This is an optimization exercise on Yosys and OpenROAD, whose aim is a short achievable clock period and few clock cycles, not a production implementation.
Only simulation tests tie the RTL to the original design; equivalence was not proved.
Power figures rest on the tool's default switching activity, not on a simulated workload.

==> 04-27 <==
==> flow/design.v <==
`timescale 1ns/1ps
module black_bean(
    clk,
    rst_n,
    IO_MEM_R_DATA,
    IO_MEM_W_DATA,
    IO_MEM_ADDR,
    IO_MEM_R_EN,
    IO_MEM_W_EN
);
input clk, rst_n;
input  [7:0] IO_MEM_R_DATA;
output [7:0] IO_MEM_W_DATA;
output [7:0] IO_MEM_ADDR;
output       IO_MEM_R_EN;
output       IO_MEM_W_EN;
reg [7:0] pc;     
reg [7:0] ar, dr0, dr1, dr2, cr;
reg [7:0] ir;     
reg [7:0] v_q;
reg       wb_ar, wb_dr0, wb_dr1, wb_cr, wb_dr2;
reg [7:0] addr_q, wdata_q;
reg       wen_q;
reg       m_mem;    
reg       m_irx;    
reg       m_jmp;    
reg       m_halt;   
reg [3:0] mt;       
reg       msc;      
assign IO_MEM_R_EN   = 1'b1;
assign IO_MEM_ADDR   = addr_q;
assign IO_MEM_W_DATA = wdata_q;
assign IO_MEM_W_EN   = wen_q;
wire [7:0] rd = IO_MEM_R_DATA;
wire [7:0] ar_e  = wb_ar  ? v_q : ar;
wire [7:0] dr0_e = wb_dr0 ? v_q : dr0;
wire [7:0] dr1_e = wb_dr1 ? v_q : dr1;
wire [7:0] cr_e  = wb_cr  ? v_q : cr;
wire [7:0] dr2_e = wb_dr2 ? v_q : dr2;
wire [7:0] pc1 = pc + 8'd1;
wire [7:0] pc2 = pc + 8'd2;
wire [7:0] pcx  = m_irx ? pc : pc1;        
wire [7:0] pcx1 = m_irx ? pc1 : pc2;       
wire [7:0] dr0_inc = wb_dr0 ? (v_q + 8'd1) : (dr0 + 8'd1);
reg  [8:0] sum;
reg        lt, eq, gt;
reg        alu_stale;
reg  [7:0] re;
always @(*) begin
    case (cr_e)
        8'h11: re = sum[7:0];
        8'h01: re = lt ? 8'h3c : eq ? 8'h3d : 8'h3e;
        8'h10: re = eq ? ar_e : pcx;
        default: re = 8'h00;
    endcase
end
wire [7:0] ad = (cr_e == 8'h11) ? {7'd0, sum[8]} : 8'h00;
reg br_hold;   
always @(*) begin
    case (cr_e)
        8'h01: br_hold = lt;
        8'h02: br_hold = eq;
        8'h03: br_hold = gt;
        8'h04: br_hold = !lt;
        8'h05: br_hold = !eq;
        8'h06: br_hold = !gt;
        default: br_hold = 1'b1;
    endcase
end
wire [7:0] br = br_hold ? pcx : ar_e;
wire [7:0] b = m_irx ? ir : rd;
wire [3:0] s = b[7:4];
wire [3:0] t = b[3:0];
reg [7:0] v;   
always @(*) begin
    case (s)
        4'h1: v = b;
        4'h2: v = pcx;
        4'h3: v = ar_e;
        4'h4: v = (t == 4'h4) ? dr0_inc : dr0_e;
        4'h5: v = dr1_e;
        4'h6: v = (t == 4'h2) ? br : cr_e;
        4'h7: v = dr2_e;
        4'h8: v = re;
        4'h9: v = ad;
        default: v = 8'h00;
    endcase
end
wire s_c     = (s == 4'hc);
wire s_mem   = (s == 4'hc) || (s == 4'hd);
wire t_mem   = (t == 4'hc) || (t == 4'hd);
wire t_reg   = (t != 4'h0) && (t[3] == 1'b0);    
wire halt    = (b == 8'h00);
wire needbus = t_mem || (s_mem && t_reg);
wire is_br   = (s == 4'h6) && (t == 4'h2);
wire stall   = alu_stale && ((s == 4'h8) || (s == 4'h9) || is_br);
wire exec    = !m_mem && !m_halt && !m_jmp;
wire go      = exec && !stall && !halt && !needbus;
always @(posedge clk) begin
    sum <= {1'b0, dr0_e} + {1'b0, dr1_e};
    lt  <= dr0_e < dr1_e;
    eq  <= dr0_e == dr1_e;
    gt  <= dr0_e > dr1_e;
    v_q <= v;
    wdata_q <= v;
    if (!rst_n) begin
        alu_stale <= 1'b1;
        wb_ar  <= 1'b0;
        wb_dr0 <= 1'b0;
        wb_dr1 <= 1'b0;
        wb_cr  <= 1'b0;
        wb_dr2 <= 1'b0;
    end else begin
        alu_stale <= m_mem ? ((mt == 4'h4) || (mt == 4'h5))
                           : (go && ((t == 4'h4) || (t == 4'h5)));
        wb_ar  <= go && (t == 4'h3);
        wb_dr0 <= go && (t == 4'h4);
        wb_dr1 <= go && (t == 4'h5);
        wb_cr  <= go && (t == 4'h6);
        wb_dr2 <= go && (t == 4'h7);
    end
end
always @(posedge clk) begin
    if (!rst_n) begin
        ar  <= 8'h00;
        dr0 <= 8'h00;
        dr1 <= 8'h00;
        dr2 <= 8'h00;
        cr  <= 8'h00;
    end else begin
        if (m_mem && mt == 4'h3) ar <= rd; else if (wb_ar) ar <= v_q;
        if (m_mem && mt == 4'h4) dr0 <= rd; else if (wb_dr0) dr0 <= v_q;
        if (m_mem && mt == 4'h5) dr1 <= rd; else if (wb_dr1) dr1 <= v_q;
        if (m_mem && mt == 4'h6) cr <= rd; else if (wb_cr) cr <= v_q;
        if (m_mem && mt == 4'h7) dr2 <= rd; else if (wb_dr2) dr2 <= v_q;
    end
end
always @(posedge clk) begin
    if (!rst_n) begin
        pc      <= 8'h00;
        ir      <= 8'h00;
        addr_q  <= 8'h00;
        wen_q   <= 1'b0;
        m_mem   <= 1'b0;
        m_irx   <= 1'b0;
        m_jmp   <= 1'b0;
        m_halt  <= 1'b0;
        mt      <= 4'h0;
        msc     <= 1'b0;
    end else if (m_halt) begin
        wen_q   <= 1'b0;
    end else if (m_jmp) begin
        m_jmp  <= 1'b0;
        pc     <= v_q;
        addr_q <= v_q;
    end else if (m_mem) begin
        wen_q <= 1'b0;
        ir    <= rd;
        m_mem <= 1'b0;
        m_irx <= (mt == 4'h1);
        if (mt == 4'h2) begin
            pc     <= rd;
            addr_q <= rd;
        end else if (msc) begin
            pc     <= pc1;
            addr_q <= pc1;
        end else begin
            addr_q <= pc;
        end
    end else if (stall) begin
        wen_q <= 1'b0;
    end else begin
        ir  <= v;
        mt  <= t;
        msc <= s_c;
        if (halt) begin
            m_halt <= 1'b1;
            m_irx  <= 1'b0;
            wen_q  <= 1'b0;
        end else if (needbus) begin
            m_mem  <= 1'b1;
            m_irx  <= 1'b0;
            wen_q  <= t_mem;
            pc     <= pcx;
            addr_q <= (s_c || t == 4'hc) ? pcx : ar_e;
        end else begin
            wen_q  <= 1'b0;
            m_irx  <= (t == 4'h1);
            if (is_br) begin
                pc     <= br;
                addr_q <= br;
            end else if (t == 4'h2) begin
                m_jmp  <= 1'b1;
            end else if (s_c) begin
                pc     <= pcx1;
                addr_q <= pcx1;
            end else begin
                pc     <= pcx;
                addr_q <= pcx;
            end
        end
    end
end
endmodule
==> flow/run.sh <==
#!/bin/bash
# synth_recipe.tcl (not shown) runs the flow's synth.tcl, then flattens the netlist and writes it again
# the make line also repeats each setting of config.mk as NAME=value (left out here)
make -C /OpenROAD-flow-scripts/flow DESIGN_CONFIG=/design/flow/config.mk WORK_HOME=/design/flow/orfs CLKGATE_MAP_FILE= SYNTH_SCRIPT=/design/flow/synth_recipe.tcl finish
==> flow/config.mk <==
export PLATFORM = sky130hd
export DESIGN_NAME = black_bean
export DESIGN_NICKNAME = black_bean
export VERILOG_FILES = /design/flow/design.v
export SDC_FILE = /design/flow/constraint.sdc
export NUM_CORES = 4
export LEC_CHECK = 0
export ABC_CLOCK_PERIOD_IN_PS = 1500
export CAP_MARGIN = 20
export CORE_MARGIN = 2
export CORE_UTILIZATION = 40
export SETUP_SLACK_MARGIN = 4
export SLEW_MARGIN = 20
export TNS_END_PERCENT = 100
==> flow/constraint.sdc <==
create_clock -name core_clock -period 5.5 [get_ports {clk}]
set_input_delay 1.1000 -clock core_clock [delete_from_list [all_inputs] [get_ports {clk}]]
set_output_delay 1.1000 -clock core_clock [all_outputs]
set_load 0.01 [all_outputs]
==> inputs of 04-11, as changes to 04-27 <==
==> flow/design.v, changed modules only <==
module black_bean(
    clk,
    rst_n,
    IO_MEM_R_DATA,
    IO_MEM_W_DATA,
    IO_MEM_ADDR,
    IO_MEM_R_EN,
    IO_MEM_W_EN
);
input clk, rst_n;
input  [7:0] IO_MEM_R_DATA;
output [7:0] IO_MEM_W_DATA;
output [7:0] IO_MEM_ADDR;
output       IO_MEM_R_EN;
output       IO_MEM_W_EN;
reg [7:0] pc;     
reg [7:0] ar, dr0, dr1, dr2, cr, ir;
reg [7:0] addr_q, wdata_q;
reg       wen_q;
reg       m_mem;    
reg       m_irx;    
reg       m_halt;   
reg [3:0] mt;       
reg       msc;      
assign IO_MEM_R_EN   = 1'b1;
assign IO_MEM_ADDR   = addr_q;
assign IO_MEM_W_DATA = wdata_q;
assign IO_MEM_W_EN   = wen_q;
wire [7:0] rd = IO_MEM_R_DATA;
wire [7:0] pc1 = pc + 8'd1;
wire [7:0] pc2 = pc + 8'd2;
wire [7:0] pcx = m_irx ? pc : pc1;         
wire [7:0] pcx1 = m_irx ? pc1 : pc2;       
reg  [8:0] sum;
reg        lt, eq, gt;
reg        alu_stale;    
reg  [7:0] re;
always @(*) begin
    case (cr)
        8'h11: re = sum[7:0];
        8'h01: re = lt ? 8'h3c : eq ? 8'h3d : 8'h3e;
        8'h10: re = eq ? ar : pcx;
        default: re = 8'h00;
    endcase
end
wire [7:0] ad = (cr == 8'h11) ? {7'd0, sum[8]} : 8'h00;
reg br_hold;   
always @(*) begin
    case (cr)
        8'h01: br_hold = lt;
        8'h02: br_hold = eq;
        8'h03: br_hold = gt;
        8'h04: br_hold = !lt;
        8'h05: br_hold = !eq;
        8'h06: br_hold = !gt;
        default: br_hold = 1'b1;
    endcase
end
wire [7:0] br = br_hold ? pcx : ar;
wire [7:0] dr0_inc = dr0 + 8'd1;
wire [7:0] b = m_irx ? ir : rd;
wire [3:0] s = b[7:4];
wire [3:0] t = b[3:0];
reg [7:0] v;   
always @(*) begin
    case (s)
        4'h1: v = b;
        4'h2: v = pcx;
        4'h3: v = ar;
        4'h4: v = (t == 4'h4) ? dr0_inc : dr0;
        4'h5: v = dr1;
        4'h6: v = (t == 4'h2) ? br : cr;
        4'h7: v = dr2;
        4'h8: v = re;
        4'h9: v = ad;
        default: v = 8'h00;
    endcase
end
wire s_c    = (s == 4'hc);
wire s_mem  = (s == 4'hc) || (s == 4'hd);
wire t_mem  = (t == 4'hc) || (t == 4'hd);
wire t_reg  = (t != 4'h0) && (t[3] == 1'b0);    
wire halt   = (b == 8'h00);
wire needbus = t_mem || (s_mem && t_reg);
wire stall  = alu_stale && ((s == 4'h8) || (s == 4'h9) || (s == 4'h6 && t == 4'h2));
wire exec   = !m_mem && !m_halt;
wire ex_wr  = exec && !s_mem;
always @(posedge clk) begin
    sum <= {1'b0, dr0} + {1'b0, dr1};
    lt  <= dr0 < dr1;
    eq  <= dr0 == dr1;
    gt  <= dr0 > dr1;
    if (!rst_n)
        alu_stale <= 1'b1;
    else if (m_halt)
        alu_stale <= 1'b0;
    else if (m_mem)
        alu_stale <= (mt == 4'h4) || (mt == 4'h5);
    else
        alu_stale <= !stall && !s_mem && ((t == 4'h4) || (t == 4'h5));
end
always @(posedge clk) begin
    if (!rst_n) begin
        pc      <= 8'h00;
        ar      <= 8'h00;
        dr0     <= 8'h00;
        dr1     <= 8'h00;
        dr2     <= 8'h00;
        cr      <= 8'h00;
        ir      <= 8'h00;
        addr_q  <= 8'h00;
        wdata_q <= 8'h00;
        wen_q   <= 1'b0;
        m_mem   <= 1'b0;
        m_irx   <= 1'b0;
        m_halt  <= 1'b0;
        mt      <= 4'h0;
        msc     <= 1'b0;
    end else if (m_halt) begin
        wen_q   <= 1'b0;
    end else if (m_mem) begin
        wen_q <= 1'b0;
        if (mt == 4'h1) ir  <= rd;
        if (mt == 4'h3) ar  <= rd;
        if (mt == 4'h4) dr0 <= rd;
        if (mt == 4'h5) dr1 <= rd;
        if (mt == 4'h6) cr  <= rd;
        if (mt == 4'h7) dr2 <= rd;
        m_mem <= 1'b0;
        m_irx <= (mt == 4'h1);
        if (mt == 4'h2) begin
            pc     <= rd;
            addr_q <= rd;
        end else if (msc) begin
            pc     <= pc1;
            addr_q <= pc1;
        end else begin
            addr_q <= pc;
        end
    end else if (stall) begin
        wen_q <= 1'b0;
    end else begin
        if (ex_wr && t == 4'h3) ar  <= v;
        if (ex_wr && t == 4'h4) dr0 <= v;
        if (ex_wr && t == 4'h5) dr1 <= v;
        if (ex_wr && t == 4'h6) cr  <= v;
        if (ex_wr && t == 4'h7) dr2 <= v;
        if (ex_wr && t == 4'h1) ir  <= v;
        wdata_q <= v;
        mt      <= t;
        msc     <= s_c;
        if (halt) begin
            m_halt <= 1'b1;
            m_irx  <= 1'b0;
            wen_q  <= 1'b0;
        end else if (needbus) begin
            m_mem  <= 1'b1;
            m_irx  <= 1'b0;
            wen_q  <= t_mem;
            pc     <= pcx;
            addr_q <= (s_c || t == 4'hc) ? pcx : ar;
        end else begin
            wen_q  <= 1'b0;
            m_irx  <= (t == 4'h1);
            if (t == 4'h2) begin
                pc     <= v;
                addr_q <= v;
            end else if (s_c) begin
                pc     <= pcx1;
                addr_q <= pcx1;
            end else begin
                pc     <= pcx;
                addr_q <= pcx;
            end
        end
    end
end
endmodule
==> inputs of 02-26, as changes to 04-27 <==
==> flow/design.v, changed modules only <==
module black_bean(
    clk,
    rst_n,
    IO_MEM_R_DATA,
    IO_MEM_W_DATA,
    IO_MEM_ADDR,
    IO_MEM_R_EN,
    IO_MEM_W_EN
);
input clk, rst_n;
input  [7:0] IO_MEM_R_DATA;
output [7:0] IO_MEM_W_DATA;
output [7:0] IO_MEM_ADDR;
output       IO_MEM_R_EN;
output       IO_MEM_W_EN;
reg [7:0] pc;     
reg [7:0] ar, dr0, dr1, dr2, cr, ir;
reg [7:0] addr_q, wdata_q;
reg       wen_q;
reg       m_mem;    
reg       m_irx;    
reg       m_halt;   
reg [3:0] mt;       
reg       msc;      
assign IO_MEM_R_EN   = 1'b1;
assign IO_MEM_ADDR   = addr_q;
assign IO_MEM_W_DATA = wdata_q;
assign IO_MEM_W_EN   = wen_q;
wire [7:0] rd = IO_MEM_R_DATA;
wire [7:0] pc1 = pc + 8'd1;
wire [7:0] pc2 = pc + 8'd2;
wire [7:0] pcx = m_irx ? pc : pc1;         
wire [7:0] pcx1 = m_irx ? pc1 : pc2;       
wire [8:0] sum = {1'b0, dr0} + {1'b0, dr1};
wire       lt = dr0 < dr1;
wire       eq = dr0 == dr1;
wire       gt = dr0 > dr1;
reg  [7:0] re;
always @(*) begin
    case (cr)
        8'h11: re = sum[7:0];
        8'h01: re = lt ? 8'h3c : eq ? 8'h3d : 8'h3e;
        8'h10: re = eq ? ar : pcx;
        default: re = 8'h00;
    endcase
end
wire [7:0] ad = (cr == 8'h11) ? {7'd0, sum[8]} : 8'h00;
reg br_hold;   
always @(*) begin
    case (cr)
        8'h01: br_hold = lt;
        8'h02: br_hold = eq;
        8'h03: br_hold = gt;
        8'h04: br_hold = !lt;
        8'h05: br_hold = !eq;
        8'h06: br_hold = !gt;
        default: br_hold = 1'b1;
    endcase
end
wire [7:0] br = br_hold ? pcx : ar;
wire [7:0] dr0_inc = dr0 + 8'd1;
wire [7:0] b = m_irx ? ir : rd;
wire [3:0] s = b[7:4];
wire [3:0] t = b[3:0];
reg [7:0] v;   
always @(*) begin
    case (s)
        4'h1: v = b;
        4'h2: v = pcx;
        4'h3: v = ar;
        4'h4: v = (t == 4'h4) ? dr0_inc : dr0;
        4'h5: v = dr1;
        4'h6: v = (t == 4'h2) ? br : cr;
        4'h7: v = dr2;
        4'h8: v = re;
        4'h9: v = ad;
        default: v = 8'h00;
    endcase
end
wire s_c    = (s == 4'hc);
wire s_mem  = (s == 4'hc) || (s == 4'hd);
wire t_mem  = (t == 4'hc) || (t == 4'hd);
wire t_reg  = (t != 4'h0) && (t[3] == 1'b0);    
wire halt   = (b == 8'h00);
wire needbus = t_mem || (s_mem && t_reg);
wire exec   = !m_mem && !m_halt;
wire ex_wr  = exec && !s_mem;
always @(posedge clk) begin
    if (!rst_n) begin
        pc      <= 8'h00;
        ar      <= 8'h00;
        dr0     <= 8'h00;
        dr1     <= 8'h00;
        dr2     <= 8'h00;
        cr      <= 8'h00;
        ir      <= 8'h00;
        addr_q  <= 8'h00;
        wdata_q <= 8'h00;
        wen_q   <= 1'b0;
        m_mem   <= 1'b0;
        m_irx   <= 1'b0;
        m_halt  <= 1'b0;
        mt      <= 4'h0;
        msc     <= 1'b0;
    end else if (m_halt) begin
        wen_q   <= 1'b0;
    end else if (m_mem) begin
        wen_q <= 1'b0;
        if (mt == 4'h1) ir  <= rd;
        if (mt == 4'h3) ar  <= rd;
        if (mt == 4'h4) dr0 <= rd;
        if (mt == 4'h5) dr1 <= rd;
        if (mt == 4'h6) cr  <= rd;
        if (mt == 4'h7) dr2 <= rd;
        m_mem <= 1'b0;
        m_irx <= (mt == 4'h1);
        if (mt == 4'h2) begin
            pc     <= rd;
            addr_q <= rd;
        end else if (msc) begin
            pc     <= pc1;
            addr_q <= pc1;
        end else begin
            addr_q <= pc;
        end
    end else begin
        if (ex_wr && t == 4'h3) ar  <= v;
        if (ex_wr && t == 4'h4) dr0 <= v;
        if (ex_wr && t == 4'h5) dr1 <= v;
        if (ex_wr && t == 4'h6) cr  <= v;
        if (ex_wr && t == 4'h7) dr2 <= v;
        if (ex_wr && t == 4'h1) ir  <= v;
        wdata_q <= v;
        mt      <= t;
        msc     <= s_c;
        if (halt) begin
            m_halt <= 1'b1;
            m_irx  <= 1'b0;
            wen_q  <= 1'b0;
        end else if (needbus) begin
            m_mem  <= 1'b1;
            m_irx  <= 1'b0;
            wen_q  <= t_mem;
            pc     <= pcx;
            addr_q <= (s_c || t == 4'hc) ? pcx : ar;
        end else begin
            wen_q  <= 1'b0;
            m_irx  <= (t == 4'h1);
            if (t == 4'h2) begin
                pc     <= v;
                addr_q <= v;
            end else if (s_c) begin
                pc     <= pcx1;
                addr_q <= pcx1;
            end else begin
                pc     <= pcx;
                addr_q <= pcx;
            end
        end
    end
end
endmodule
==> notes <==
Non-clock buffer count, highest first: 04-27, 04-11, 02-26.
In 04-27 the combinational power is higher than in 04-11, by 68%.
Between 04-27 and 04-11, the lower worst setup slack is in 04-11 (gap 0.23 ns).
Between 02-26 and 04-27, the lower die area is in 02-26 (gap 16%, measured against 04-27).
Via count, highest first: 04-27, 02-26, 04-11.
In 04-11 the cell area is lower than in 04-27, by 19%.
The highest clock power belongs to 04-27, the lowest to 02-26.
The highest critical path depth belongs to 04-11, the lowest to 04-27.
==> figures <==
item                                                                                                    02-26                   04-11                   04-27
Run status                                                                                     finished clean          finished clean          finished clean
Hold Path Sink                                                                            dr2[0]$_SDFFE_PN0P_     dr2[7]$_SDFFE_PN0P_  addr_q[2]$_SDFFE_PN0P_
Launch point of the worst reg-to-reg path                                                 dr0[0]$_SDFFE_PN0P_      m_irx$_SDFFE_PN0P_        wb_cr$_SDFF_PN0_
Simple-gate portion of the synthesized area                                                             26.1%                   25.1%                   23.8%
Clock transition time at the flip-flop clock pins of the worst setup and hold paths                   0.06 ns                 0.08 ns                 0.08 ns
Fraction of final layout cells sized beyond drive strength 1                                            35.6%                   39.8%                   49.1%
Leakage Power                                                                                         3.29 nW                 3.47 nW                 4.54 nW
Power per cell area                                                                                193 nW/um2              201 nW/um2              207 nW/um2
Data arrival time of the critical path                                                                3.46 ns                 3.39 ns                 3.13 ns
Synthesized netlist cell count                                                                            850                     836                     924
Total wirelength of the detailed-routed design                                                       29100 um                28300 um                35300 um
Number of flip-flops in the largest register                                                                -                       9                       9
Switching part of the total                                                                             34.4%                   34.0%                   37.5%
Most common cell after layout, fill and taps aside                                   sky130_fd_sc_hd__nand2_1  sky130_fd_sc_hd__buf_4  sky130_fd_sc_hd__buf_4
Wire per inst                                                                                         25.3 um                 24.5 um                 26.3 um
Final core utilization                                                                                  59.1%                   59.7%                   64.9%
Setup slack at placement                                                                             0.841 ns                 1.09 ns                0.935 ns
Testbench counts of 04-27, summed over its fixed seeds: cycles 318,900.
Testbench counts of 04-11, summed over its fixed seeds: cycles 318,900.
Testbench counts of 02-26, summed over its fixed seeds: cycles 318,156.

-- afterwards: timing with drivers on the ports --
In the flow no input, the clock included, has a driving cell. The finished layouts below were timed again as built, in two steps.
Step 1 (the two cells are an assumption about what drives the block):
set clk [get_ports {clk}]
set_driving_cell -lib_cell sky130_fd_sc_hd__clkbuf_16 $clk
set_driving_cell -lib_cell sky130_fd_sc_hd__buf_2 [delete_from_list [all_inputs] $clk]
Step 2 adds t to the input delays and takes it off the output delays; t is the mean of the earliest and latest rising clock arrival at the registers after step 1. Input paths then give back, and output paths get back, about the clock's delay inside the block.
a / b / c = ideal ports / drivers / drivers and shift; a / b = the first two.
| run | shift t [ns] | setup slack, ns | worst setup path after step 2 | clock arrival spread, ns | cell pins on the clock port's net |
|---|---|---|---|---|---|
| 04-27 | 0.419 | 2.645 / 2.648 / 2.228 | input to register | 0.020 / 0.019 | 1 |
| 04-11 | 0.406 | 2.410 / 2.407 / 2.001 | input to register | 0.013 / 0.013 | 1 |
| 02-26 | 0.400 | 2.257 / 2.255 / 1.856 | input to register | 0.013 / 0.013 | 1 |
After both steps every run listed still meets setup and hold. For 04-27, which loses most, drivers alone change the setup slack by +0.003 ns; drivers and shift together by -0.417 ns.
